This design comes from an exercise in tuning for small area and a short achievable clock period on the open sky130 flow, not from production work. Only simulation tests tie the RTL to the original design; equivalence was not proved.

// aipp_coherent_phase_recovery
module aipp_coherent_phase_recovery (
    input wire clk_local_ref,
    input wire rst_n,
    input wire [127:0] optical_in,
    input wire lock_enable,
    output reg clk_omega_out,
    output reg phase_locked,
    output reg [15:0] phase_error
);
Size: roughly 550 cells after synthesis, about 65 flip-flops, roughly 150 I/O pins, roughly 0.0058 mm^2 of cells after synthesis.
Settings: LEC_CHECK=0, CAP_MARGIN=20, CORE_MARGIN=2, CORE_UTILIZATION=40, PLACE_DENSITY=0.6, SETUP_SLACK_MARGIN=1.0, SLEW_MARGIN=20; clock period 5.5 ns.
run.sh (not shown) runs the stock make flow with config.mk's settings and CLKGATE_MAP_FILE= SYNTH_SCRIPT=/design/flow/synth_recipe.tcl, a recipe that flattens the netlist after the stock synthesis.
Then changed:
==> flow/flow/run.sh (new file) <==
#!/bin/bash
# Own layout flow: the standard ORFS flow (standard.sh), with two changes:
#  - synthesis runs without Yosys's early "abc -fast" pass (SYNTH_ARGS=-noabc), so the full
#    adders that ORFS extracts from the RTL's explicit carry-save logic keep their polarity
#    (no inverter pairs around them); the final ABC mapping is unchanged;
#  - the port buffers that placement inserts are buf_1 cells rather than the default choice.
# Everything else (floorplan, power grid, taps, placement, CTS, routing) is standard.sh unchanged.
set -euo pipefail
export SYNTH_ARGS="-noabc"
export BUFFER_PORTS_ARGS="-buffer_cell sky130_fd_sc_hd__buf_1"
bash standard.sh > standard_make.log 2>&1
==> flow/standard.sh (new file) <==
#!/bin/bash
# synth_recipe.tcl (not shown) runs the flow's synth.tcl, then flattens the netlist and writes it again
# the make line also repeats each setting of config.mk as NAME=value (left out here)
make -C /OpenROAD-flow-scripts/flow DESIGN_CONFIG=/design/flow/config.mk WORK_HOME=/design/flow/orfs CLKGATE_MAP_FILE= SYNTH_SCRIPT=/design/flow/synth_recipe.tcl "${@:-finish}"
removed: flow/run.sh
=> The new run completed without violations; worst setup slack degrades by 0.083 ns; maximum frequency decreases slightly; final cell count went down by roughly a tenth.
Then changed:
==> flow/run.sh (new file) <==
#!/bin/bash
# synth_recipe.tcl (not shown) runs the flow's synth.tcl, then flattens the netlist and writes it again
# the make line also repeats each setting of config.mk as NAME=value (left out here)
make -C /OpenROAD-flow-scripts/flow DESIGN_CONFIG=/design/flow/config.mk WORK_HOME=/design/flow/orfs CLKGATE_MAP_FILE= SYNTH_SCRIPT=/design/flow/synth_recipe.tcl finish
Settings changed: SETUP_SLACK_MARGIN 1.0 to unset.
removed: flow/flow/run.sh
removed: flow/standard.sh
Critical path depth goes up by 1.
Final area grows by 6.4%.
Die area goes up by about 4.5%.
Non-clock buffer count goes down by 3.

* * *

Starting RTL as in the previous note.
export LEC_CHECK = 0
export CAP_MARGIN = 20
export CORE_MARGIN = 2
export CORE_UTILIZATION = 40
export PLACE_DENSITY = 0.6
export SETUP_SLACK_MARGIN = 1.0
export SLEW_MARGIN = 20
create_clock -name core_clock -period 5.5 [get_ports {clk_local_ref}]
standard.sh (not shown) runs the stock make flow with config.mk's settings and CLKGATE_MAP_FILE= SYNTH_SCRIPT=/design/flow/synth_recipe.tcl, a recipe that flattens the netlist after the stock synthesis.
==> flow/flow/run.sh <==
#!/bin/bash
# Own layout flow: the standard ORFS flow (standard.sh), with two changes:
#  - synthesis runs without Yosys's early "abc -fast" pass (SYNTH_ARGS=-noabc), so the full
#    adders that ORFS extracts from the RTL's explicit carry-save logic keep their polarity
#    (no inverter pairs around them); the final ABC mapping is unchanged;
#  - the port buffers that placement inserts are buf_1 cells rather than the default choice.
# Everything else (floorplan, power grid, taps, placement, CTS, routing) is standard.sh unchanged.
set -euo pipefail
export SYNTH_ARGS="-noabc"
export BUFFER_PORTS_ARGS="-buffer_cell sky130_fd_sc_hd__buf_1"
export CTS_ARGS="-sink_clustering_enable -repair_clock_nets -dont_use_dummy_load -buf_list sky130_fd_sc_hd__clkbuf_4"
bash standard.sh > standard_make.log 2>&1
Rerun with:
--- a/flow/flow/run.sh
+++ b/flow/flow/run.sh
@@ -9,4 +9,4 @@
 export SYNTH_ARGS="-noabc"
 export BUFFER_PORTS_ARGS="-buffer_cell sky130_fd_sc_hd__buf_1"
-export CTS_ARGS="-sink_clustering_enable -repair_clock_nets -dont_use_dummy_load -buf_list sky130_fd_sc_hd__clkbuf_4"
+export CTS_ARGS="-sink_clustering_enable -repair_clock_nets -dont_use_dummy_load -buf_list sky130_fd_sc_hd__clkbuf_8"
 bash standard.sh > standard_make.log 2>&1
Hold slack degrades by 6.3 ps.
Final area goes up by 0.99%.
Wire length barely changes.
Synthesized area stays the same.
Clock-buffer cell count is unchanged.
Maximum frequency barely changes.
Cell count is unchanged.
Global-route usage stays flat.
Die area does not change.

==> afterwards: timing with drivers on the ports <==
Ports are ideal in the flow. The routed layouts listed here were re-timed in OpenROAD.
Step 1 (the two cells are an assumption about what drives the block):
set clk [get_ports {clk_local_ref}]
set_driving_cell -lib_cell sky130_fd_sc_hd__clkbuf_16 $clk
set_driving_cell -lib_cell sky130_fd_sc_hd__buf_2 [delete_from_list [all_inputs] $clk]
Step 2 moves the port delays by t, midway between the first and last clock arrival at a register: inputs arrive t later, outputs are due t later. That takes back most of the time a late clock gives input paths.
a / b / c = no drivers / after step 1 / after step 2; a / b = the first two.
| run | t (ns) | slack for setup (ns) | worst setup path after step 2 | worst slew at a driven data input, ns | cell pins on the clock port's net |
|---|---|---|---|---|---|
| the first run of note 1 | 0.372 | 1.270 / 1.270 / 1.007 | input to register | 0.03 | 1 |
| the second run of note 1 | 0.366 | 1.187 / 1.187 / 0.877 | input to register | 0.04 | 1 |
| the third run of note 1 | 0.373 | 0.892 / 0.892 / 0.827 | input to register | 0.03 | 1 |
| the first run of note 2 | 0.433 | 1.130 / 1.130 / 0.795 | input to register | 0.04 | 1 |
| the second run of note 2 | 0.369 | 1.124 / 1.124 / 0.876 | input to register | 0.04 | 1 |
After both steps setup and hold are still met in every run listed. The setup slack of the first run of note 2, which loses most, moves by 0.000 ns with the drivers and by -0.335 ns with both steps.
